Background: an optimization exercise with open tools, aiming at small area and a short achievable clock period. Do not read the settings as production practice. In this exercise RTL edits were held to simulation tests only and were not proved equivalent to the original. Power and IR drop assume default switching activity.

## flow/design.v (module list and top-level ports; edited modules follow where they fit)
// module zf_dot: 798 lines
// module mimo_zf_2x2: 129 lines
module mimo_zf_2x2 #(
    parameter DATA_W = 16,
    parameter FRAC   = 11
)(
    input  wire                     clk,
    input  wire                     rst_n,
    input  wire                     in_valid,
    input  wire signed [DATA_W-1:0] Y1_re, Y1_im,
    input  wire signed [DATA_W-1:0] Y2_re, Y2_im,
    input  wire signed [DATA_W-1:0] h00_re, h00_im,
    input  wire signed [DATA_W-1:0] h01_re, h01_im,
    input  wire signed [DATA_W-1:0] h10_re, h10_im,
    input  wire signed [DATA_W-1:0] h11_re, h11_im,
    output reg                      out_valid,
    output reg signed [DATA_W-1:0] X1_re, X1_im,
    output reg signed [DATA_W-1:0] X2_re, X2_im
);
  // ...
==> flow/flow/run.sh <==
#!/bin/bash
# Standard synthesis, then fixinv.py re-chooses full-adder and xor phases to
# drop most inverters (logic unchanged, registers untouched), then the
# standard layout with buf_2 port buffers and repair_timing aiming below the
# clock period (SETUP_SLACK_MARGIN).
set -euo pipefail
R=$PWD/orfs/results/$FLOW_PLATFORM/mimo_zf_2x2/base
bash standard.sh synth > synth.log 2>&1
cp $R/1_2_yosys.v $R/1_2_yosys.std.v
python3 flow/fixinv.py $R/1_2_yosys.std.v $R/1_2_yosys.v > fixinv.log 2>&1
bash standard.sh SETUP_SLACK_MARGIN=$(cat flow/margin) \
  "BUFFER_PORTS_ARGS=-buffer_cell sky130_fd_sc_hd__buf_2" finish > layout.log 2>&1
==> flow/flow/fixinv.py <==
#!/usr/bin/env python3
"""Removes buffers, and inverters from a mapped sky130 netlist by re-choosing the phase
of full-adder cells (a full adder is self-dual: inverting all three inputs
inverts both outputs) and of xor2/xnor2 cells (swapping one for the other
inverts the output). Every signal is kept, in one phase or the other, and an
inverter is put back only where some load still needs the other phase.
usage: fixinv.py IN.v OUT.v
"""
import re, sys
from collections import defaultdict

src = open(sys.argv[1]).read()
m = re.search(r'\bmodule\b.*?\bendmodule\b', src, re.S)
body = m.group(0)
inst_re = re.compile(r'^\s*(sky130_fd_sc_hd__\w+)\s+(\\\S+\s|\S+)\s*\((.*?)\);\s*$', re.S | re.M)
pin_re = re.compile(r'\.(\w+)\(\s*(.*?)\s*\)\s*(?:,|$)', re.S)

cells = []
first = None
last = None
for mm in inst_re.finditer(body):
    if first is None:
        first = mm.start()
    last = mm.end()
    typ, name, pins = mm.group(1), mm.group(2).strip(), mm.group(3)
    conns = dict((p, n.strip()) for p, n in pin_re.findall(pins))
    cells.append({'type': typ, 'name': name, 'conns': conns})
head = body[:first]
tail = body[last:]
# sanity: nothing but cells between first and last
OUTS = {'X', 'Y', 'Q', 'Q_N', 'SUM', 'COUT', 'HI', 'LO'}

def is_inv(c):
    t = c['type'][len('sky130_fd_sc_hd__'):]
    return t.startswith('inv_') or t.startswith('clkinv_')

def is_buf(c):
    t = c['type'][len('sky130_fd_sc_hd__'):]
    return t.startswith('buf_') or t.startswith('clkbuf_')

def is_fa(c):
    return c['type'].startswith('sky130_fd_sc_hd__fa_')

def is_xor(c):
    t = c['type'][len('sky130_fd_sc_hd__'):]
    return t in ('xor2_1', 'xnor2_1')

port_nets = set()
for mm in re.finditer(r'^\s*(input|output|inout)\s+(\[[^\]]*\]\s*)?(\\\S+\s|\S+?)\s*;', head, re.M):
    port_nets.add(mm.group(3).strip())

def base(n):
    return re.sub(r'\s*\[\d+\]$', '', n)

driver = {}
loads = defaultdict(list)
for i, c in enumerate(cells):
    for p, n in c['conns'].items():
        if p in OUTS:
            driver[n] = (i, p)
        else:
            loads[n].append((i, p))

root = {}
def get_root(n):
    if n in root:
        return root[n]
    d = driver.get(n)
    if d is not None and (is_inv(cells[d[0]]) or is_buf(cells[d[0]])) and base(n) not in port_nets:
        r, q = get_root(cells[d[0]]['conns']['A'])
        res = (r, q ^ (1 if is_inv(cells[d[0]]) else 0))
    else:
        res = (n, 0)
    root[n] = res
    return res

# demands: every non-inverter load pin, plus port nets driven by inverters (kept)
flip = [0] * len(cells)
pins = []  # (cell, pin, root, par)
for n, ls in loads.items():
    r, q = get_root(n)
    for (i, p) in ls:
        if is_inv(cells[i]) and base(cells[i]['conns']['Y']) not in port_nets:
            continue
        if is_buf(cells[i]) and base(cells[i]['conns']['X']) not in port_nets:
            continue
        pins.append((i, p, r, q))

root_pins = defaultdict(list)   # root -> indices into pins
cell_pins = defaultdict(list)   # fa cell -> its input pin indices
for k, (i, p, r, q) in enumerate(pins):
    root_pins[r].append(k)
    if is_fa(cells[i]):
        cell_pins[i].append(k)

def phase(r):
    d = driver.get(r)
    if d is None:
        return 0
    return flip[d[0]]

def need(k):
    i, p, r, q = pins[k]
    if is_xor(cells[i]):
        return 0   # absorbed by choosing xor2 or xnor2
    f = flip[i] if is_fa(cells[i]) else 0
    return q ^ f ^ phase(r)

needcnt = defaultdict(int)
for k in range(len(pins)):
    if need(k):
        needcnt[pins[k][2]] += 1
def cost():
    return sum(1 for r, v in needcnt.items() if v > 0)

start = cost()
# initial phases: satisfy as many pin parities as possible with a parity
# union-find (pin k wants flip[load] ^ flip[driver] == q), then improve greedily
flippable = lambda i: is_fa(cells[i]) or is_xor(cells[i])
NONE = len(cells)
par_ = list(range(len(cells) + 1)); rel = [0] * (len(cells) + 1)
def find(x):
    if par_[x] == x:
        return x, 0
    r, p = find(par_[x])
    par_[x] = r; rel[x] ^= p
    return r, rel[x]
import sys as _s
_s.setrecursionlimit(100000)
cons = []
for k, (i, p, r, q) in enumerate(pins):
    a = i if is_fa(cells[i]) else NONE
    d = driver.get(r)
    b = d[0] if (d is not None and flippable(d[0])) else NONE
    if a == NONE and b == NONE:
        continue
    cons.append((0 if NONE in (a, b) else 1, a, b, q))
cons.sort(key=lambda t: t[0])
for _, a, b, q in cons:
    ra, pa = find(a); rb, pb = find(b)
    if ra != rb:
        par_[ra] = rb; rel[ra] = pa ^ pb ^ q
for i in range(len(cells)):
    if flippable(i):
        r, p = find(i)
        flip[i] = p ^ (0)  # NONE's root has phase 0
        rn, pn = find(NONE)
        if r == rn:
            flip[i] = p ^ pn
needcnt.clear()
for k in range(len(pins)):
    if need(k):
        needcnt[pins[k][2]] += 1
sys.stderr.write(f'fixinv: after parity assignment {cost()}\n')
cand = [i for i, c in enumerate(cells) if is_fa(c) or is_xor(c)]
def affected(i):
    ks = list(cell_pins.get(i, [])) if is_fa(cells[i]) else []
    for p in ('SUM', 'COUT', 'Y', 'X'):
        n = cells[i]['conns'].get(p)
        if n is not None:
            ks += root_pins.get(n, [])
    return ks
import random, math
random.seed(1)
aff = {i: affected(i) for i in cand}
def try_flip(i):
    ks = aff[i]
    rs = set(pins[k][2] for k in ks)
    before = sum(1 for r in rs if needcnt[r] > 0)
    for k in ks:
        if need(k): needcnt[pins[k][2]] -= 1
    flip[i] ^= 1
    for k in ks:
        if need(k): needcnt[pins[k][2]] += 1
    return sum(1 for r in rs if needcnt[r] > 0) - before
def undo(i):
    try_flip(i)
cur = cost(); best = cur; best_flip = flip[:]
T = 0.6
for it in range(60):
    order = cand[:]
    random.shuffle(order)
    for i in order:
        dlt = try_flip(i)
        if dlt < 0 or (dlt == 0 and random.random() < 0.5) or (dlt > 0 and random.random() < math.exp(-dlt / T)):
            cur += dlt
            if cur < best:
                best = cur; best_flip = flip[:]
        else:
            undo(i)
    T *= 0.9
flip[:] = best_flip
needcnt.clear()
for k in range(len(pins)):
    if need(k):
        needcnt[pins[k][2]] += 1
end = cost()
ninv = sum(1 for c in cells if is_inv(c))
sys.stderr.write(f'fixinv: {ninv} inverters before, roots needing inversion {start} -> {end}\n')

# rebuild
def raw_need(k):
    i, p, r, q = pins[k]
    f = flip[i] if is_fa(cells[i]) else 0
    return q ^ f ^ phase(r)
xtog = defaultdict(int)
for i in cand:
    if is_xor(cells[i]):
        xtog[i] ^= flip[i]
for k, (i, p, r, q) in enumerate(pins):
    if is_xor(cells[i]):
        xtog[i] ^= raw_need(k)
for i, v in xtog.items():
    if v:
        c = cells[i]
        if 'xnor2' in c['type']:
            c['type'] = c['type'].replace('xnor2', 'xor2')
            c['conns']['X'] = c['conns'].pop('Y')
        else:
            c['type'] = c['type'].replace('xor2', 'xnor2')
            c['conns']['Y'] = c['conns'].pop('X')
invnet = {}
newwires = []
newcells = []
def inv_of(r):
    if r not in invnet:
        nm = f'_fixinv_{len(invnet)}_'
        invnet[r] = nm
        newwires.append(nm)
        newcells.append({'type': 'sky130_fd_sc_hd__inv_1', 'name': f'_fixinv_c{len(invnet)}_',
                         'conns': {'A': r, 'Y': nm}})
    return invnet[r]
for k, (i, p, r, q) in enumerate(pins):
    cells[i]['conns'][p] = inv_of(r) if need(k) else r
keep = [c for c in cells if not (is_inv(c) and base(c['conns']['Y']) not in port_nets)
        and not (is_buf(c) and base(c['conns']['X']) not in port_nets)]
out = [head.rstrip('\n')]
for w in newwires:
    out.append(f'  wire {w};')
for c in keep + newcells:
    cs = ',\n'.join(f'    .{p}({n}' + (' )' if n.startswith('\\') else ')')
                     for p, n in c['conns'].items())
    out.append(f"  {c['type']} {c['name']} (\n{cs}\n  );")
out.append(tail.lstrip('\n'))
res = src[:m.start()] + '\n'.join(out) + src[m.end():]
open(sys.argv[2], 'w').write(res)
sys.stderr.write(f'fixinv: {len(keep) + len(newcells)} cells written, {len(newcells)} inverters\n')
==> flow/flow/margin <==
8.6
==> flow/standard.sh <==
#!/bin/bash
# synth_recipe.tcl (not shown) runs the flow's synth.tcl, then flattens the netlist and writes it again
# the make line also repeats each setting of config.mk as NAME=value (left out here)
make -C /OpenROAD-flow-scripts/flow DESIGN_CONFIG=/design/flow/config.mk WORK_HOME=/design/flow/orfs CLKGATE_MAP_FILE= SYNTH_SCRIPT=/design/flow/synth_recipe.tcl "${@:-finish}"
==> flow/config.mk <==
export PLATFORM = sky130hd
export DESIGN_NAME = mimo_zf_2x2
export DESIGN_NICKNAME = mimo_zf_2x2
export VERILOG_FILES = /design/flow/design.v
export SDC_FILE = /design/flow/constraint.sdc
export NUM_CORES = 4
export LEC_CHECK = 0
export CAP_MARGIN = 20
export CORE_MARGIN = 2
export CORE_UTILIZATION = 50
export CTS_CLUSTER_DIAMETER = 100
export CTS_CLUSTER_SIZE = 20
export SLEW_MARGIN = 20
==> flow/constraint.sdc <==
create_clock -name core_clock -period 13.0 [get_ports {clk}]
set_input_delay 2.6000 -clock core_clock [delete_from_list [all_inputs] [get_ports {clk}]]
set_output_delay 2.6000 -clock core_clock [all_outputs]
set_load 0.01 [all_outputs]
==> results.py, run 1 <==
metrics = {
    "worst_hold_path": {
        "hold_depth": 0,
        "hp-class": "reg -> reg",
    },
    "critical_path": {
        "r2r_slack_ns": 8.57,
        "cp_slowest_cell": "dfxtp_4",
        "start_kind": "flip-flop",
        "worstPathRequired_ns": 13.67,
        "critPathTopFamily": "adder cells",
        "r2r-end": "j11i",
    },
    "timing": {
        "worst_clock_skew_ns": 0.0436,
        "worst_slack_ns": 8.57,
    },
    "global_route": {
        "antenna_found_initial": 23,
        "grt_use_met1": 0.480,
        "grtUsageMet2": 0.570,
    },
    "power": {
        "comb_power_uw": 28200,
        "total_power_uw": 34900,
        "cellLeakagePower_uw": 0.0478,
        "switching_share": 0.503,
        "p_sw_uw": 17500,
    },
    "finish": {
        "fillCellCount": 18200,
        "seq_cells": 824,
        "final_cells": 13400,
        "fin_nets": 13100,
        "buffers": 759,
    },
    "logic_synthesis": {
        "syn_avg_cell_area_um2": 11.0,
    },
    "outcome": {
        "status": "finished clean",
    },
    "floorplanning": {
        "start_util": 0.504,
    },
    "place": {
        "pre_cts_slack_ns": 7.76,
        "portBuffers": 259,
        "hpwl_um": 246000,
    },
    "clock_network": {
        "cts.clk_slew.worst_paths_ns": 0.08,
        "numCtsBuffers": 59,
    },
}
==> inputs of run 2 (changes only) <==
==> flow/flow/margin (replaced) <==
8.8
==> results.py, run 2 <==
metrics = {
    "critical_path": {
        "start_kind": "flip-flop",
        "crit_start": "g11r[19]",
        "cp_max_fo": 36,
        "crit_type": "reg -> reg",
        "rr_startpoint": "g11r[19]",
        "r2r_slack_ns": 8.67,
        "endpoint_kind": "flip-flop",
        "r2r-end": "j11i",
        "worstPathRequired_ns": 13.67,
        "rr_worst_depth": 11,
        "worstPathArrival_ns": 5.00,
    },
    "routing": {
        "wl_per_cell_um": 32.7,
        "drtIter0Drc": 13100,
        "viasPerCell": 6.84,
        "drt_first_pass_iters": 11,
        "drc": 0,
        "ant_nets": 0,
        "routed_wl_um": 445000,
        "vias": 93100,
    },
    "global_route": {
        "grt_max_degree": 44,
        "grt_pass1_wl_um": 638000,
        "grt_use_total": 0.391,
        "antenna_found_initial": 35,
        "overflow": 0,
        "grt_pass1_vias": 97200,
    },
    "worst_hold_path": {
        "hp-class": "reg -> reg",
        "hold_path_end": "v2",
        "hold_depth": 0,
        "holdCritStartpoint": "v1",
    },
    "power": {
        "irDropWorstVdd_uv": 354,
        "cellLeakagePower_uw": 0.0493,
        "total_power_uw": 35600,
        "power_density_nw_per_um2": 283,
    },
    "finish": {
        "final_cells": 13600,
        "fillCellCount": 17700,
        "area.sequential_um2": 17100,
        "drive_gt1_frac": 0.139,
        "final_common_cell": "a22oi_1",
        "area_growth_pct": 17.1,
        "layout_common_cells": "1,808 x a22oi_1, 1,760 x fa_1, 1,433 x xnor2_1",
        "fin_nets": 13300,
        "multi_input_area_um2": 90200,
    },
    "timing": {
        "whs_ns": 0.351,
        "setup_tns_ns": 0,
        "rsz0062_at_grt": "true",
        "finalSetupViolations": 0,
        "worst_slew_pin_slew_ns": 0.982,
        "fmax_mhz": 231,
        "slew_headroom": 0.340,
        "hold_viol": 0,
        "layout_min_cycle_time_ns": 4.33,
        "report.final.slew_viol_count": 0,
        "period_share": 0.333,
        "worst_clock_skew_ns": 0.0539,
    },
    "outcome": {
        "status": "finished clean",
    },
    "logic_synthesis": {
        "synth_fp_nets": 12300,
        "syn_avg_cell_area_um2": 11.0,
        "synth_area_um2": 107000,
        "synth_warnings": 1,
        "synthCells": 9751,
    },
    "place": {
        "portBuffers": 259,
        "hpwl_um": 243000,
        "gp_congestion": 0.920,
        "dpl.cell_count": 13100,
    },
    "floorplanning": {
        "die_width_um": 467,
        "die-area_um2": 218000,
        "num_rows": 169,
        "core_area_um2": 213000,
        "start_util": 0.504,
        "io_pins": 260,
        "die_h_um": 467,
    },
    "clock_network": {
        "cts_num_sinks": 824,
        "numCtsBuffers": 58,
        "cts.path.max_buffers": 3,
        "cts_hold_buf": 0,
        "cts_tree": "done",
        "cts-root-buf": "clkbuf_16",
        "clk_latency_ns": 0.80,
        "h-tree-depth": 2,
        "cts.clk_slew.worst_paths_ns": 0.08,
    },
    "run": {
        "maxCapViolations": 0,
    },
}
-- run 2: final cells by class --
cell class                 count  share of cell area
inverter                     416              0.0124
antenna                       24            0.000478
clock buffer                  72              0.0127
timing repair buffer         906              0.0887
clock inverter                26             0.00272
multi-input combinational   8511               0.719
tap                         2821              0.0281
sequential                   824               0.136
-- run 2: power breakdown --
part | switching (uW) | internal [uW] | total [uW] | leakage (uW)
logic | 16200 | 12700 | 28900 | 0.0414
clock network | 1110 | 911 | 2020 | 0.000932
registers | 559 | 4100 | 4660 | 0.00701
-- run 2: through the flow --
stage               setup WS (ns)   util  instance area (um2)
finish                       8.67  0.590               126000
global route                 8.58  0.590               126000
CTS                          8.68  0.574               122000
detailed placement           7.88  0.539               115000
global placement             7.87  0.539               115000
floorplan                    8.64      -               108000
-- run 2: how the worst max path moves through the flow --
stage / end / slack [ns] / cells after the start
6_report: j11i / 8.67 / 11
3_5_place_dp: j11i / 7.88 / 12
3_3_place_gp: j11i / 7.87 / 12
2_1_floorplan: j10i / 8.64 / 11
5_1_grt: j11i / 8.58 / 11
4_1_cts: j11i / 8.68 / 12
-- run 2: metal layers --
layer	wire length (um)	global-route usage	up-vias
li1	-	-	36900
met1	159000	0.497	46300
met2	188000	0.582	7723
met3	63800	0.129	2112
met4	33500	0.228	22
met5	297	0	-
-- run 2: what timing repair did --
item / 4_1_cts / 5_1_grt
resized for setup: 415 / 395
setup buffers: 226 / 132
cloned: 19 / 35
hold endpoints to repair: 0 / 0
setup endpoints to repair: 254 / 153
pin swaps: 17 / 144
-- run 2: worst max-delay path, cell delays in order (launching register included) --
cell and delay, ns:
dfxtp_2 0.33, buf_6 0.49, ha_1 0.39, inv_1 0.16, fa_1 0.46, fa_1 0.45
fa_1 0.52, fa_1 0.49, ha_1 0.21, or4_4 0.54, a21oi_2 0.12, nor3_1 0.06
==> inputs of run 3 (changes only) <==
==> flow/flow/margin (replaced) <==
8.5
==> results.py, run 3 <==
metrics = {
    "timing": {
        "worst_slack_ns": 8.49,
        "report.final.slew_viol_count": 0,
        "setup_tns_ns": 0,
        "period_share": 0.347,
        "hold_viol": 0,
        "slew_headroom": 0.342,
        "rsz0062_at_grt": "true",
        "finalSetupViolations": 0,
        "worst_slew_pin_slew_ns": 0.975,
        "worst_clock_skew_ns": 0.0568,
        "fmax_mhz": 222,
        "layout_min_cycle_time_ns": 4.51,
    },
    "floorplanning": {
        "die-area_um2": 218000,
        "io_pins": 260,
        "die_width_um": 467,
        "die_h_um": 467,
        "start_util": 0.504,
        "core_area_um2": 213000,
        "num_rows": 169,
    },
    "routing": {
        "drtIter0Drc": 11700,
        "routed_wl_um": 416000,
        "drc": 0,
        "drt_first_pass_iters": 9,
        "ant_nets": 0,
        "viasPerCell": 6.74,
        "vias": 90200,
        "wl_per_cell_um": 31.0,
    },
    "logic_synthesis": {
        "synthCells": 9751,
        "synth_warnings": 1,
        "synth_fp_nets": 12300,
        "syn_avg_cell_area_um2": 11.0,
        "synth_area_um2": 107000,
    },
    "finish": {
        "fin_nets": 13000,
        "area.sequential_um2": 16900,
        "layout_common_cells": "1,910 x a22oi_1, 1,812 x fa_1, 1,449 x xnor2_1",
        "final_common_cell": "a22oi_1",
        "stdcell_area_um2": 120000,
        "area_growth_pct": 12.2,
        "multi_input_area_um2": 89300,
        "drive_gt1_frac": 0.0942,
        "fillCellCount": 18300,
        "fin_util": 0.566,
    },
    "critical_path": {
        "start_kind": "flip-flop",
        "worstPathRequired_ns": 13.65,
        "worstPathArrival_ns": 5.15,
        "cp_slowest_cell": "or4_1",
        "crit_chain": "buf_12 -> a22oi_1 -> xnor2_1 -> fa_1 -> fa_1 -> fa_2 -> fa_1 -> fa_1 -> ha_1 -> or4_1 -> a21oi_2 -> nor3_1",
        "cp_max_fo": 32,
        "endpoint_kind": "flip-flop",
        "crit_type": "reg -> reg",
        "cpMostUsedCell": "fa_1",
        "critPathTopFamily": "adder cells",
        "critPathMaxStageDelay_ns": 0.53,
        "worst-path-buf-inv": 1,
    },
    "clock_network": {
        "cts-root-buf": "clkbuf_16",
        "numCtsBuffers": 59,
        "clk_latency_ns": 0.81,
        "h-tree-depth": 2,
        "cts_tree": "done",
        "cts.path.max_buffers": 3,
        "cts.clk_slew.worst_paths_ns": 0.10,
        "cts_num_sinks": 824,
    },
    "power": {
        "power_density_nw_per_um2": 289,
        "intPower_uw": 17300,
        "p_clk_frac": 0.059,
        "p_sw_uw": 17500,
        "cellLeakagePower_uw": 0.0472,
        "switching_share": 0.503,
        "irDropWorstVdd_uv": 315,
        "total_power_uw": 34800,
        "p_seq_frac": 0.133,
        "p_comb_frac": 0.808,
    },
    "place": {
        "hpwl_um": 245000,
        "pre_cts_slack_ns": 7.58,
        "place_area_um2": 114000,
        "gp_congestion": 0.908,
        "portBuffers": 259,
    },
    "global_route": {
        "grt_pass1_wl_um": 611000,
        "antenna_found_initial": 14,
        "grt_use_total": 0.371,
        "grt_pass1_vias": 95500,
        "grt_max_degree": 52,
        "overflow": 0,
    },
    "worst_hold_path": {
        "hp-class": "reg -> reg",
    },
    "outcome": {
        "status": "finished clean",
    },
    "run": {
        "maxCapViolations": 0,
    },
}
[run 3: through the flow]
step                      instances  hold slack [ns]
after floorplan                9751            0.331
after global placement        13100            0.338
after detailed placement      13100            0.343
after CTS                     13300            0.360
after global routing          13400            0.362
final                         13400            0.355
[run 3: power groups by stage]
stage | clock, uW | sequential, uW | combinational (uW)
floorplan | 0 | 4880 | 19000
global placement | 0 | 4750 | 26900
detailed placement | 0 | 4750 | 27500
CTS | 2100 | 4650 | 28100
global route | 2190 | 4700 | 31900
finish | 2050 | 4630 | 28100
[run 3: worst register-to-register path: stages, from the launching register on]
cell and delay, ns:
dfxtp_4 0.40, buf_12 0.23, a22oi_1 0.15, xnor2_1 0.23, fa_1 0.48, fa_1 0.49
fa_2 0.41, fa_1 0.52, fa_1 0.50, ha_1 0.22, or4_1 0.53, a21oi_2 0.13
nor3_1 0.06
[run 3: layout make-up]
cell class | count | share of cell area
Clock buffer | 71 | 0.0133
Tap cell | 2821 | 0.0293
Timing Repair Buffer | 701 | 0.0588
Multi-Input combinational cell | 8511 | 0.742
Inverter | 416 | 0.0130
Sequential cell | 824 | 0.140
Clock inverter | 28 | 0.00317
Antenna cell | 17 | 0.000353
[run 3: repair_timing]
action                     CTS  global route
buffers inserted            76            85
setup endpoints to repair  173            81
cloned                       2            17
pin swaps                    4            24
hold buffers                 0             0
resized for setup          192           216
[run 3: per-layer routing]
layer  GRT usage  up-vias  wire, um  part of all wire
met2       0.562     6794    180000              0.43
met4       0.210        0     29000             0.070
li1            -    36400         -                 -
met5           0        -         0                 0
met1       0.474    45200    151000              0.36
met3       0.109     1776     54700              0.13
[run 3: worst paths after layout]
| check | to | cells past startpoint | slack [ns] | start |
|---|---|---|---|---|
| setup / recovery | j10i | 12 | 8.49 | y1r[5] |
| hold / removal | out_valid | 0 | 0.36 | v3 |
| setup reg to reg | j10i | 12 | 8.49 | y1r[5] |
| hold reg to reg | out_valid | 0 | 0.36 | v3 |
| max in group asynchronous | out_valid | 1 | 11.26 | rst_n |
| min in group asynchronous | v2 | 1 | 1.62 | rst_n |
==> inputs of run 4 (changes only) <==
==> flow/flow/margin (replaced) <==
8.8
--- a/flow/config.mk
+++ b/flow/config.mk
@@ -8,5 +8,5 @@
 export CAP_MARGIN = 20
 export CORE_MARGIN = 2
-export CORE_UTILIZATION = 50
+export CORE_UTILIZATION = 60
 export CTS_CLUSTER_DIAMETER = 100
 export CTS_CLUSTER_SIZE = 20
==> results.py, run 4 <==
metrics = {
    "clock_network": {
        "numCtsBuffers": 55,
        "cts.clk_slew.worst_paths_ns": 0.09,
        "cts_hold_buf": 0,
        "cts.path.max_buffers": 3,
        "cts-root-buf": "clkbuf_16",
        "clk_latency_ns": 0.78,
        "h-tree-depth": 2,
        "cts_num_sinks": 824,
        "cts_tree": "done",
    },
    "global_route": {
        "antenna_found_initial": 27,
        "grt_pass1_wl_um": 623000,
        "grt_max_degree": 46,
        "grt_use_total": 0.458,
        "overflow": 0,
        "grt_pass1_vias": 97800,
    },
    "critical_path": {
        "cp_max_fo": 11,
        "start_kind": "flip-flop",
        "rr_worst_depth": 12,
        "worstPathArrival_ns": 5.16,
        "r2r-end": "j01i",
        "r2r_slack_ns": 8.51,
        "crit_type": "reg -> reg",
        "rr_startpoint": "e2i[3]",
        "endpoint_kind": "flip-flop",
        "worstPathRequired_ns": 13.67,
    },
    "power": {
        "cellLeakagePower_uw": 0.0494,
        "irDropWorstVdd_uv": 222,
        "power_density_nw_per_um2": 281,
    },
    "routing": {
        "viasPerCell": 7.21,
        "drt_first_pass_iters": 27,
        "wl_per_cell_um": 33.5,
        "ant_nets": 0,
        "vias": 94800,
        "routed_wl_um": 440000,
        "drc": 0,
        "drtIter0Drc": 15200,
    },
    "timing": {
        "period_share": 0.345,
        "layout_min_cycle_time_ns": 4.49,
        "setup_tns_ns": 0,
        "finalSetupViolations": 0,
        "hold_viol": 0,
        "slew_headroom": 0.284,
        "fmax_mhz": 223,
        "worst_slew_pin_slew_ns": 1.07,
        "rsz0062_at_grt": "true",
        "worst_clock_skew_ns": 0.0270,
        "report.final.slew_viol_count": 0,
    },
    "finish": {
        "fillCellCount": 13100,
        "area_growth_pct": 16.7,
        "fin_nets": 13300,
        "layout_common_cells": "1,817 x a22oi_1, 1,754 x fa_1, 1,438 x xnor2_1",
        "final_common_cell": "a22oi_1",
        "stdcell_area_um2": 125000,
        "drive_gt1_frac": 0.141,
    },
    "floorplanning": {
        "num_rows": 155,
        "core_area_um2": 178000,
        "die_width_um": 427,
        "die-area_um2": 182000,
        "start_util": 0.602,
        "die_h_um": 427,
        "io_pins": 260,
    },
    "logic_synthesis": {
        "synth_area_um2": 107000,
        "synthCells": 9751,
        "synth_fp_nets": 12300,
        "syn_avg_cell_area_um2": 11.0,
        "synth_warnings": 1,
    },
    "worst_hold_path": {
        "hp-class": "reg -> reg",
        "hold_depth": 0,
        "holdCritStartpoint": "v1",
        "hold_path_end": "v2",
    },
    "place": {
        "gp_congestion": 0.925,
        "hpwl_um": 237000,
        "portBuffers": 259,
        "place_area_um2": 114000,
    },
    "outcome": {
        "status": "finished clean",
    },
    "run": {
        "maxCapViolations": 0,
    },
}
run 4: metal layers:
layer	GRT usage	wire [um]
met1	0.575	151000
met2	0.669	180000
met3	0.171	69800
met4	0.282	38800
met5	0.000794	363
run 4: how the worst max path moves through the flow:
stage                     slack (ns)  cells after the start    from   end
after detailed placement        7.97                     12  y2r[7]  j11i
after global placement          7.99                     12  y2r[7]  j11i
after CTS                       8.73                     12  y2r[6]  j11i
final                           8.51                     12  e2i[3]  j01i
after floorplan                 8.64                     11  y1r[9]  j10i
after global routing            8.40                     12  e2i[3]  j01i
run 4: timing repair:
item                                   CTS  global route
endpoints found under the hold margin    0             0
pin swaps                               18           130
resized for setup                      438           386
setup buffers                          256           152
gates cloned                            16            35
setup endpoints to repair              258           140
run 4: power by group:
| group | switching [uW] | internal, uW |
|---|---|---|
| clock network | 1070 | 840 |
| logic | 15900 | 12600 |
| registers | 623 | 4100 |
run 4: final cells by class:
class | instances | area (um2) | area share
multi-input combinational | 8511 | 90200 | 0.720
sequential | 824 | 17100 | 0.137
timing repair buffer | 939 | 11600 | 0.0926
tap | 2355 | 2950 | 0.0235
inverter | 416 | 1560 | 0.0125
clock buffer | 68 | 1460 | 0.0116
clock inverter | 19 | 260 | 0.00208
antenna | 22 | 55.1 | 0.000440
run 4: worst max-delay path, stage by stage, from the launching register on:
cell     delay (ns)
dfxtp_4        0.43
buf_12         0.18
buf_4          0.16
a22oi_1        0.11
xnor2_1        0.52
fa_1           0.62
fa_1           0.52
fa_1           0.52
fa_1           0.42
ha_2           0.22
or4_4          0.49
a21oi_2        0.11
nor3_1         0.06
run 4: metrics by stage:
step | util | hold slack (ns) | cells | power, uW | setup slack (ns)
2_1_floorplan | - | 0.331 | 9751 | 23900 | 8.64
3_3_place_gp | 0.640 | 0.337 | 12600 | 31100 | 7.99
3_5_place_dp | 0.640 | 0.343 | 12600 | 32000 | 7.97
4_1_cts | 0.682 | 0.362 | 12900 | 34500 | 8.73
5_1_grt | 0.703 | 0.374 | 13100 | 38800 | 8.40
6_report | 0.703 | 0.360 | 13200 | 35100 | 8.51
==> module mimo_zf_2x2, before the edit <==
module mimo_zf_2x2 #(
    parameter DATA_W = 16,
    parameter FRAC   = 11
)(
    input  wire                     clk,
    input  wire                     rst_n,
    input  wire                     in_valid,
    input  wire signed [DATA_W-1:0] Y1_re, Y1_im,
    input  wire signed [DATA_W-1:0] Y2_re, Y2_im,
    input  wire signed [DATA_W-1:0] h00_re, h00_im,
    input  wire signed [DATA_W-1:0] h01_re, h01_im,
    input  wire signed [DATA_W-1:0] h10_re, h10_im,
    input  wire signed [DATA_W-1:0] h11_re, h11_im,
    output reg                      out_valid,
    output reg signed [DATA_W-1:0] X1_re, X1_im,
    output reg signed [DATA_W-1:0] X2_re, X2_im
);
    function [23:0] booth_enc;    
        input [15:0] y;
        integer k;
        reg b0, b1, b2;
        begin
            for (k = 0; k < 8; k = k + 1) begin
                b2 = y[2*k+1];
                b1 = y[2*k];
                b0 = (k == 0) ? 1'b0 : y[2*k-1];
                booth_enc[k]      = b1 ^ b0;
                booth_enc[8 + k]  = (b2 & ~b1 & ~b0) | (~b2 & b1 & b0);
                booth_enc[16 + k] = b2;
            end
        end
    endfunction
    reg [23:0] e1r, e1i, e2r, e2i;
    reg [15:0] y1r, y1i, y2r, y2i;
    reg [23:0] g10r, g10i, g11r, g11i;
    reg [15:0] a00r, a00i, a01r, a01i;
    reg v1, v2, v3;
    always @(posedge clk) begin
        e1r <= booth_enc(Y1_re);  e1i <= booth_enc(Y1_im);
        e2r <= booth_enc(Y2_re);  e2i <= booth_enc(Y2_im);
        a00r <= h00_re; a00i <= h00_im; a01r <= h01_re; a01i <= h01_im;
        y1r <= Y1_re;  y1i <= Y1_im;  y2r <= Y2_re;  y2i <= Y2_im;
        g10r <= booth_enc(h10_re);  g10i <= booth_enc(h10_im);
        g11r <= booth_enc(h11_re);  g11i <= booth_enc(h11_im);
    end
    always @(posedge clk or negedge rst_n) begin
        if (!rst_n) begin
            v1 <= 1'b0;
            v2 <= 1'b0;
            v3 <= 1'b0;
            out_valid <= 1'b0;
        end else begin
            v1 <= in_valid;
            v2 <= v1;
            v3 <= v2;
            out_valid <= v3;
        end
    end
    wire [21:0] c00r0, c00r1, c00i0, c00i1, c01r0, c01r1, c01i0, c01i1;
    wire [21:0] c10r0, c10r1, c10i0, c10i1, c11r0, c11r1, c11i0, c11i1;
    wire k00r, k00i, k01r, k01i, k10r, k10i, k11r, k11i;
    zf_dot d00r (.a(a00r), .b(a00i), .ea_one(e1r[7:0]), .ea_two(e1r[15:8]), .ea_neg(e1r[23:16]),
                 .eb_one(e1i[7:0]), .eb_two(e1i[15:8]), .eb_neg(~e1i[23:16]), .s0(c00r0), .s1(c00r1), .cy(k00r));
    zf_dot d00i (.a(a00r), .b(a00i), .ea_one(e1i[7:0]), .ea_two(e1i[15:8]), .ea_neg(e1i[23:16]),
                 .eb_one(e1r[7:0]), .eb_two(e1r[15:8]), .eb_neg(e1r[23:16]),  .s0(c00i0), .s1(c00i1), .cy(k00i));
    zf_dot d01r (.a(a01r), .b(a01i), .ea_one(e2r[7:0]), .ea_two(e2r[15:8]), .ea_neg(e2r[23:16]),
                 .eb_one(e2i[7:0]), .eb_two(e2i[15:8]), .eb_neg(~e2i[23:16]), .s0(c01r0), .s1(c01r1), .cy(k01r));
    zf_dot d01i (.a(a01r), .b(a01i), .ea_one(e2i[7:0]), .ea_two(e2i[15:8]), .ea_neg(e2i[23:16]),
                 .eb_one(e2r[7:0]), .eb_two(e2r[15:8]), .eb_neg(e2r[23:16]),  .s0(c01i0), .s1(c01i1), .cy(k01i));
    zf_dot d10r (.a(y1r), .b(y1i), .ea_one(g10r[7:0]), .ea_two(g10r[15:8]), .ea_neg(g10r[23:16]),
                 .eb_one(g10i[7:0]), .eb_two(g10i[15:8]), .eb_neg(~g10i[23:16]), .s0(c10r0), .s1(c10r1), .cy(k10r));
    zf_dot d10i (.a(y1i), .b(y1r), .ea_one(g10r[7:0]), .ea_two(g10r[15:8]), .ea_neg(g10r[23:16]),
                 .eb_one(g10i[7:0]), .eb_two(g10i[15:8]), .eb_neg(g10i[23:16]),  .s0(c10i0), .s1(c10i1), .cy(k10i));
    zf_dot d11r (.a(y2r), .b(y2i), .ea_one(g11r[7:0]), .ea_two(g11r[15:8]), .ea_neg(g11r[23:16]),
                 .eb_one(g11i[7:0]), .eb_two(g11i[15:8]), .eb_neg(~g11i[23:16]), .s0(c11r0), .s1(c11r1), .cy(k11r));
    zf_dot d11i (.a(y2i), .b(y2r), .ea_one(g11r[7:0]), .ea_two(g11r[15:8]), .ea_neg(g11r[23:16]),
                 .eb_one(g11i[7:0]), .eb_two(g11i[15:8]), .eb_neg(g11i[23:16]),  .s0(c11i0), .s1(c11i1), .cy(k11i));
    reg [21:0] q00r0, q00r1, q00i0, q00i1, q01r0, q01r1, q01i0, q01i1;
    reg [21:0] q10r0, q10r1, q10i0, q10i1, q11r0, q11r1, q11i0, q11i1;
    reg j00r, j00i, j01r, j01i, j10r, j10i, j11r, j11i;
    always @(posedge clk) begin
        q00r0 <= c00r0; q00r1 <= c00r1; q00i0 <= c00i0; q00i1 <= c00i1;
        q01r0 <= c01r0; q01r1 <= c01r1; q01i0 <= c01i0; q01i1 <= c01i1;
        q10r0 <= c10r0; q10r1 <= c10r1; q10i0 <= c10i0; q10i1 <= c10i1;
        q11r0 <= c11r0; q11r1 <= c11r1; q11i0 <= c11i0; q11i1 <= c11i1;
        j00r <= k00r; j00i <= k00i; j01r <= k01r; j01i <= k01i;
        j10r <= k10r; j10i <= k10i; j11r <= k11r; j11i <= k11i;
    end
    function [15:0] sat_prod;     
        input [21:0] r0, r1;      
        input c;
        reg [22:0] p;
        begin
            p = {r0, 1'b1} + {r1, c};     
            if (p[22:16] == 7'b0000000 || p[22:16] == 7'b1111111)
                sat_prod = p[16:1];
            else
                sat_prod = p[22] ? 16'h8000 : 16'h7fff;
        end
    endfunction
    function [15:0] sat_add;
        input [15:0] a, b;
        reg [16:0] s;
        begin
            s = {a[15], a} + {b[15], b};
            if (s[16] == s[15])
                sat_add = s[15:0];
            else
                sat_add = s[16] ? 16'h8000 : 16'h7fff;
        end
    endfunction
    reg [15:0] p00r, p00i, p01r, p01i, p10r, p10i, p11r, p11i;
    always @(posedge clk) begin
        p00r <= sat_prod(q00r0, q00r1, j00r);
        p00i <= sat_prod(q00i0, q00i1, j00i);
        p01r <= sat_prod(q01r0, q01r1, j01r);
        p01i <= sat_prod(q01i0, q01i1, j01i);
        p10r <= sat_prod(q10r0, q10r1, j10r);
        p10i <= sat_prod(q10i0, q10i1, j10i);
        p11r <= sat_prod(q11r0, q11r1, j11r);
        p11i <= sat_prod(q11i0, q11i1, j11i);
    end
    always @(posedge clk) begin
        X1_re <= sat_add(p00r, p01r);
        X1_im <= sat_add(p00i, p01i);
        X2_re <= sat_add(p10r, p11r);
        X2_im <= sat_add(p10i, p11i);
    end
endmodule
==> inputs of run 5 (changes only) <==
--- a/flow/design.v
+++ b/flow/design.v
@@ -830,7 +830,5 @@
     endfunction
     reg [23:0] e1r, e1i, e2r, e2i;
-    reg [15:0] y1r, y1i, y2r, y2i;
-    reg [23:0] g10r, g10i, g11r, g11i;
-    reg [15:0] a00r, a00i, a01r, a01i;
+    reg [15:0] a00r, a00i, a01r, a01i, a10r, a10i, a11r, a11i;
     reg v1, v2, v3;
     always @(posedge clk) begin
@@ -838,7 +836,5 @@
         e2r <= booth_enc(Y2_re);  e2i <= booth_enc(Y2_im);
         a00r <= h00_re; a00i <= h00_im; a01r <= h01_re; a01i <= h01_im;
-        y1r <= Y1_re;  y1i <= Y1_im;  y2r <= Y2_re;  y2i <= Y2_im;
-        g10r <= booth_enc(h10_re);  g10i <= booth_enc(h10_im);
-        g11r <= booth_enc(h11_re);  g11i <= booth_enc(h11_im);
+        a10r <= h10_re; a10i <= h10_im; a11r <= h11_re; a11i <= h11_im;
     end
     always @(posedge clk or negedge rst_n) begin
@@ -866,12 +862,12 @@
     zf_dot d01i (.a(a01r), .b(a01i), .ea_one(e2i[7:0]), .ea_two(e2i[15:8]), .ea_neg(e2i[23:16]),
                  .eb_one(e2r[7:0]), .eb_two(e2r[15:8]), .eb_neg(e2r[23:16]),  .s0(c01i0), .s1(c01i1), .cy(k01i));
-    zf_dot d10r (.a(y1r), .b(y1i), .ea_one(g10r[7:0]), .ea_two(g10r[15:8]), .ea_neg(g10r[23:16]),
-                 .eb_one(g10i[7:0]), .eb_two(g10i[15:8]), .eb_neg(~g10i[23:16]), .s0(c10r0), .s1(c10r1), .cy(k10r));
-    zf_dot d10i (.a(y1i), .b(y1r), .ea_one(g10r[7:0]), .ea_two(g10r[15:8]), .ea_neg(g10r[23:16]),
-                 .eb_one(g10i[7:0]), .eb_two(g10i[15:8]), .eb_neg(g10i[23:16]),  .s0(c10i0), .s1(c10i1), .cy(k10i));
-    zf_dot d11r (.a(y2r), .b(y2i), .ea_one(g11r[7:0]), .ea_two(g11r[15:8]), .ea_neg(g11r[23:16]),
-                 .eb_one(g11i[7:0]), .eb_two(g11i[15:8]), .eb_neg(~g11i[23:16]), .s0(c11r0), .s1(c11r1), .cy(k11r));
-    zf_dot d11i (.a(y2i), .b(y2r), .ea_one(g11r[7:0]), .ea_two(g11r[15:8]), .ea_neg(g11r[23:16]),
-                 .eb_one(g11i[7:0]), .eb_two(g11i[15:8]), .eb_neg(g11i[23:16]),  .s0(c11i0), .s1(c11i1), .cy(k11i));
+    zf_dot d10r (.a(a10r), .b(a10i), .ea_one(e1r[7:0]), .ea_two(e1r[15:8]), .ea_neg(e1r[23:16]),
+                 .eb_one(e1i[7:0]), .eb_two(e1i[15:8]), .eb_neg(~e1i[23:16]), .s0(c10r0), .s1(c10r1), .cy(k10r));
+    zf_dot d10i (.a(a10r), .b(a10i), .ea_one(e1i[7:0]), .ea_two(e1i[15:8]), .ea_neg(e1i[23:16]),
+                 .eb_one(e1r[7:0]), .eb_two(e1r[15:8]), .eb_neg(e1r[23:16]),  .s0(c10i0), .s1(c10i1), .cy(k10i));
+    zf_dot d11r (.a(a11r), .b(a11i), .ea_one(e2r[7:0]), .ea_two(e2r[15:8]), .ea_neg(e2r[23:16]),
+                 .eb_one(e2i[7:0]), .eb_two(e2i[15:8]), .eb_neg(~e2i[23:16]), .s0(c11r0), .s1(c11r1), .cy(k11r));
+    zf_dot d11i (.a(a11r), .b(a11i), .ea_one(e2i[7:0]), .ea_two(e2i[15:8]), .ea_neg(e2i[23:16]),
+                 .eb_one(e2r[7:0]), .eb_two(e2r[15:8]), .eb_neg(e2r[23:16]),  .s0(c11i0), .s1(c11i1), .cy(k11i));
     reg [21:0] q00r0, q00r1, q00i0, q00i1, q01r0, q01r1, q01i0, q01i1;
     reg [21:0] q10r0, q10r1, q10i0, q10i1, q11r0, q11r1, q11i0, q11i1;
==> flow/flow/margin (replaced) <==
8.7
--- a/flow/config.mk
+++ b/flow/config.mk
@@ -8,6 +8,4 @@
 export CAP_MARGIN = 20
 export CORE_MARGIN = 2
-export CORE_UTILIZATION = 60
-export CTS_CLUSTER_DIAMETER = 100
-export CTS_CLUSTER_SIZE = 20
+export CORE_UTILIZATION = 50
 export SLEW_MARGIN = 20
==> results.py, run 5 <==
metrics = {
    "outcome": {
        "status": "finished clean",
    },
    "floorplanning": {
        "start_util": 0.504,
        "die_h_um": 464,
        "core_area_um2": 210000,
        "die_width_um": 464,
        "io_pins": 260,
        "num_rows": 168,
        "die-area_um2": 215000,
    },
    "timing": {
        "setup_tns_ns": 0,
        "finalSetupViolations": 0,
        "whs_ns": 0.347,
        "fmax_mhz": 231,
        "worst_slew_pin_slew_ns": 1.10,
        "rsz0062_at_grt": "true",
        "worst_clock_skew_ns": 0.0692,
        "report.final.slew_viol_count": 0,
        "hold_viol": 0,
        "slew_headroom": 0.265,
        "period_share": 0.334,
        "layout_min_cycle_time_ns": 4.34,
    },
    "routing": {
        "drc": 0,
        "ant_nets": 0,
        "wl_per_cell_um": 34.6,
        "routed_wl_um": 473000,
        "vias": 96000,
        "drt_first_pass_iters": 12,
        "viasPerCell": 7.03,
        "drtIter0Drc": 15500,
    },
    "logic_synthesis": {
        "synthCells": 9648,
        "synth_warnings": 1,
        "synth_area_um2": 106000,
        "synth_fp_nets": 12200,
        "syn_avg_cell_area_um2": 11.0,
    },
    "clock_network": {
        "cts.clk_slew.worst_paths_ns": 0.07,
        "clk_latency_ns": 0.82,
        "cts_tree": "done",
        "h-tree-depth": 3,
        "cts_hold_buf": 0,
        "cts_num_sinks": 764,
        "numCtsBuffers": 94,
        "cts-root-buf": "clkbuf_16",
        "cts.path.max_buffers": 3,
    },
    "critical_path": {
        "crit_type": "reg -> reg",
        "critPathMaxStageDelay_ns": 0.89,
        "cp_max_fo": 12,
        "worstPathRequired_ns": 13.58,
        "worstPathArrival_ns": 4.91,
        "cp_slowest_cell": "o21ai_0",
        "worst-path-buf-inv": 0,
        "start_kind": "flip-flop",
        "cpMostUsedCell": "a21oi_1",
        "critPathTopFamily": "compound AO/OA/AOI/OAI gates",
        "crit_chain": "ha_1 -> a211oi_1 -> o21ai_1 -> o311ai_1 -> a31oi_1 -> o211ai_1 -> a21oi_1 -> xor2_1 -> a21oi_1 -> o21ai_0",
        "endpoint_kind": "flip-flop",
    },
    "finish": {
        "final_common_cell": "a22oi_1",
        "layout_common_cells": "1,873 x a22oi_1, 1,795 x fa_1, 1,411 x xnor2_1",
        "area.sequential_um2": 15800,
        "area_growth_pct": 20.1,
        "drive_gt1_frac": 0.143,
        "fillCellCount": 17300,
        "multi_input_area_um2": 89800,
        "fin_nets": 13300,
    },
    "power": {
        "irDropWorstVdd_uv": 219,
        "power_density_nw_per_um2": 291,
        "cellLeakagePower_uw": 0.0505,
    },
    "global_route": {
        "grt_pass1_wl_um": 660000,
        "grt_pass1_vias": 97100,
        "overflow": 0,
        "antenna_found_initial": 31,
        "grt_use_total": 0.413,
        "grt_max_degree": 49,
    },
    "run": {
        "maxCapViolations": 0,
    },
    "place": {
        "portBuffers": 259,
        "hpwl_um": 252000,
        "gp_congestion": 0.944,
    },
    "worst_hold_path": {
        "hp-class": "reg -> reg",
    },
}
-- run 5: metrics by stage --
| stage | worst slack [ns] | std cells | power (uW) | utilization | instance area [um2] |
|---|---|---|---|---|---|
| 3_5_place_dp | 7.74 | 13000 | 32800 | 0.539 | 113000 |
| 2_1_floorplan | 8.66 | 9648 | 24000 | - | 107000 |
| 6_report | 8.66 | 13700 | 37000 | 0.605 | 127000 |
| 4_1_cts | 8.65 | 13400 | 36300 | 0.586 | 123000 |
| 5_1_grt | 8.51 | 13700 | 40700 | 0.605 | 127000 |
| 3_3_place_gp | 7.72 | 13000 | 32200 | 0.539 | 113000 |
-- run 5: cell type report --
class	instances	share of cell area
repair buffers	1020	0.104
flip-flops and latches	764	0.124
diodes	13	0.000256
clock inverters	55	0.00430
clock buffers	119	0.0207
inverters	417	0.0124
multi-input cells	8467	0.706
well taps	2805	0.0276
-- run 5: worst paths after layout --
kind | startpoint | end | slack (ns) | cells past startpoint
max in group asynchronous | rst_n | out_valid | 11.25 | 1
worst max-delay path | q11r1[0] | p11r[8] | 8.66 | 10
worst min register to register | v1 | v2 | 0.35 | 0
worst min-delay path | v1 | v2 | 0.35 | 0
worst max register to register | q11r1[0] | p11r[8] | 8.66 | 10
min in group asynchronous | rst_n | v1 | 1.64 | 1
-- run 5: repair_timing --
item                                    in CTS  in global routing
setup buffers                              260                157
cloned                                      41                 60
gates resized for setup                    503                316
endpoints found under the setup margin     259                140
pin swaps                                    5                105
-- run 5: where the power goes --
group / switching, uW / leakage, uW / internal [uW] / total, uW
combinational: 17000 / 0.0424 / 12800 / 29800
sequential: 526 / 0.00650 / 3900 / 4430
clock: 1210 / 0.00157 / 1550 / 2750
total: 18700 / 0.0505 / 18300 / 37000
-- run 5: worst reg2reg max path, cell delays in order (launching register included) --
cell      delay [ns]
dfxtp_1         0.46
ha_1            0.29
a211oi_1        0.24
o21ai_1         0.21
o311ai_1        0.42
a31oi_1         0.25
o211ai_1        0.24
a21oi_1         0.10
xor2_1          0.57
a21oi_1         0.42
o21ai_0         0.89
-- run 5: routing by layer --
layer | share of wire | routed length (um) | track usage
met1 | 0.35 | 164000 | 0.525
met2 | 0.40 | 188000 | 0.581
met3 | 0.17 | 80400 | 0.171
met4 | 0.084 | 39800 | 0.256
met5 | 0.0012 | 551 | 0.00847

[separate check: timing with driven ports]
How much do the figures lean on ideal ports? The routed layouts below were timed once more, with nothing changed but the port constraints.
Step 1, drivers: a clkbuf_16 drives clk and a buf_2 each remaining input, both assumed.
Step 2 times the ports against the registers' clock, not the clock port: input delays grow and output delays shrink by t, the midpoint of the rising clock arrivals with the driver on.
Three values: ideal ports, drivers, drivers and shift; two values: the first two.
run | t, ns | slack for setup (ns) | worst data-port slew with drivers (ns)
run 1 | 0.879 | 8.570 / 8.570 / 8.570 | 0.20
run 2 | 0.868 | 8.665 / 8.665 / 8.665 | 0.19
run 3 | 0.872 | 8.495 / 8.495 / 8.495 | 0.22
run 4 | 0.869 | 8.514 / 8.514 / 8.514 | 0.22
run 5 | 0.869 | 8.663 / 8.663 / 8.663 | 0.07
After both steps every run listed still meets setup and hold.
